Context: an optimization exercise on an open-source flow, tuned for small area. The choices shown serve that exercise and are no tape-out recipe.
Function was checked by simulation only, so behaviour that the tests miss may differ from the original.
Power and IR drop assume default switching activity.

## 05-28
==> module pkt_proc, before the edit <==
module pkt_proc (
  input      CLK,
  input      RST,
  input      CAR_XTEND,
  input      EOP,
  input      ERR_PROP,
  input      IDLE,
  input      LEN_MAX,
  input      NOK,
  input      PRE,
  input      SOF,
  input      SOP,
  output     RXVALID,
  output     CKDONE,
  output     WFP
);
  localparam
  Wait_for_Pkt  = 3'b000,
  Preamble      = 3'b001,
  Payload       = 3'b011,
  Bad_Pkt       = 3'b010,
  CkCRC         = 3'b110,
  CkDone        = 3'b111,
  Wait_for_Idle = 3'b100;
  reg [2:0] state;
  reg [2:0] nextstate;
  reg       err;
  assign RXVALID = (state == Payload) & !EOP;
  assign CKDONE  = (state == CkDone);
  assign WFP     = (state == Wait_for_Pkt);
  always @* begin
    case (state)
      Wait_for_Pkt : if      (err)         nextstate = Wait_for_Idle;
                     else if (SOF && SOP)  nextstate = Payload;
                     else if (SOP)         nextstate = Preamble;
                     else                  nextstate = Wait_for_Pkt;
      Bad_Pkt      :                       nextstate = Wait_for_Idle;
      CkCRC        :                       nextstate = CkDone;
      Payload      : if      (err)         nextstate = Bad_Pkt;
                     else if (EOP)         nextstate = CkCRC;
                     else                  nextstate = Payload;
      Preamble     : if      (err)         nextstate = Bad_Pkt;
                     else if (SOF)         nextstate = Payload;
                     else                  nextstate = Preamble;
      default      : if      (IDLE)        nextstate = Wait_for_Pkt;
                     else                  nextstate = Wait_for_Idle;
    endcase
  end
  always @(posedge CLK or posedge RST) begin
    if (RST)
      state <= Wait_for_Pkt;
    else
      state <= nextstate;
  end
  always @(posedge CLK or posedge RST) begin
    if (RST)
      err <= 1'b0;
    else
      case (nextstate)
        Wait_for_Pkt : err <= NOK || EOP || CAR_XTEND || ERR_PROP;
        Payload      : err <= LEN_MAX;
        Preamble     : err <= !PRE && !SOF;
        default      : err <= 1'b0;
      endcase
  end
endmodule
==> flow/config.mk <==
export PLATFORM = sky130hd
export DESIGN_NAME = mgt_cfeb_rx
export DESIGN_NICKNAME = mgt_cfeb_rx
export VERILOG_FILES = /design/flow/design.v
export SDC_FILE = /design/flow/constraint.sdc
export NUM_CORES = 4
export LEC_CHECK = 0
export CAP_MARGIN = 20
export CORE_MARGIN = 2
export CORE_UTILIZATION = 55
export PLACE_DENSITY = 0.7
export SLEW_MARGIN = 20
==> flow/constraint.sdc <==
create_clock -name core_clock -period 5.0 [get_ports {CLK}]
set_input_delay 1.0000 -clock core_clock [delete_from_list [all_inputs] [get_ports {CLK}]]
set_output_delay 1.0000 -clock core_clock [all_outputs]
set_load 0.01 [all_outputs]
standard.sh (not shown) runs the stock make flow with config.mk's settings and CLKGATE_MAP_FILE= SYNTH_SCRIPT=/design/flow/synth_recipe.tcl, a recipe that flattens the netlist after the stock synthesis.
==> flow/flow/run.sh <==
#!/bin/bash
# Own layout flow: the standard ORFS flow (standard.sh: the standard synthesis,
# floorplan, power grid and tap cells), with these layout choices changed:
#  * after the standard synthesis, flow/resyn.sh maps its combinational logic again
#    with an area-oriented ABC script (flow/resyn.abc, cells from flow/dontuse.py
#    excluded); every register and other
#    sequential cell stays the same instance, with the same name and cell type;
#  * flow/shrink.py then sets combinational cells to their smallest drive strength
#    and splits 3-input XOR/XNOR cells into 2-input ones (registers untouched); the
#    layout's repair steps size cells up again where timing, slew or load need it;
#  * port buffers use the smallest buffer (buf_1) instead of buffer_ports' default
#    (clkdlybuf4s50_1): every input and output still gets its own buffer;
#  * clock tree synthesis without dummy loads, with the sink cluster size, cluster
#    diameter and clock buffer given in flow/cts_size, flow/cts_diameter, flow/cts_buf.
# Each step's output goes to a log file in this folder (flow_*.log); ORFS also
# writes each tool's log under orfs/logs.
set -euo pipefail
R=orfs/results/sky130hd/mgt_cfeb_rx/base
LIB=$FLOW_HOME/platforms/sky130hd/lib/sky130_fd_sc_hd__tt_025C_1v80.lib
CTS_SIZE=$(cat flow/cts_size)
CTS_DIAM=$(cat flow/cts_diameter)
CTS_BUF=$(cat flow/cts_buf)
bash standard.sh synth > flow_synth.log 2>&1
cp $R/1_2_yosys.v flow_standard_synth.v
bash flow/resyn.sh flow_standard_synth.v flow_resyn.v flow_resyn.log
python3 flow/shrink.py $LIB flow_resyn.v $R/1_2_yosys.v > flow_shrink.log 2>&1
rm -f $R/1_synth.odb $R/1_synth.sdc
bash standard.sh \
  "BUFFER_PORTS_ARGS=-buffer_cell sky130_fd_sc_hd__buf_1" \
  "CTS_ARGS=-sink_clustering_enable -repair_clock_nets -dont_use_dummy_load -sink_clustering_size $CTS_SIZE -sink_clustering_max_diameter $CTS_DIAM -buf_list $CTS_BUF" \
  finish > flow_finish.log 2>&1
Other scripts of this flow, unchanged in this note and not shown: flow/flow/cts_buf, flow/flow/cts_diameter, flow/flow/cts_size, flow/flow/dontuse.py, flow/flow/resyn.abc, flow/flow/resyn.sh, flow/flow/shrink.py
> inputs changed (05-28 -> 07-21)
--- a/flow/design.v
+++ b/flow/design.v
@@ -166,10 +166,7 @@
     else
       state <= nextstate;
   end
-  always @(posedge CLK or posedge RST) begin
-    if (RST)
-      err <= 1'b0;
-    else
+  always @(posedge CLK) begin
       case (nextstate)
         Wait_for_Pkt : err <= NOK || EOP || CAR_XTEND || ERR_PROP;
         Payload      : err <= LEN_MAX;
## What came out
07-21: all stages complete, timing, DRC and antenna checks passed
There was hardly any difference in average vias per placed instance between 05-28 and 07-21.
Going from 05-28 to 07-21, number of ordinary and repair buffers in the finished layout has decreased; initial antenna violation count has decreased; clock group share of total power has remained practically unchanged; final area has remained practically unchanged.

-- separate check: timing with driven ports --
How much do the figures lean on ideal ports? The routed layouts below were timed once more, with nothing changed but the port constraints. Step 1 (the two cells are an assumption about what drives the block):
set clk [get_ports {CLK}]
set_driving_cell -lib_cell sky130_fd_sc_hd__clkbuf_16 $clk
set_driving_cell -lib_cell sky130_fd_sc_hd__buf_2 [delete_from_list [all_inputs] $clk]
Step 2, shift: input delay + t, output delay - t, t = (earliest + latest rising clock arrival at the registers) / 2. This alone moves slack from input paths to output paths. Three values: ideal, step 1, step 2; two values: the first two.
| run | t (ns) | setup slack, ns | worst data-port slew with drivers (ns) | pins driven straight from the clock port |
|---|---|---|---|---|
| 05-28 | 0.716 | 1.376 / 1.376 / 1.376 | 0.10 | 1 |
| 07-21 | 0.715 | 1.147 / 1.147 / 1.147 | 0.05 | 1 |
After both steps setup and hold are still met in every run listed.
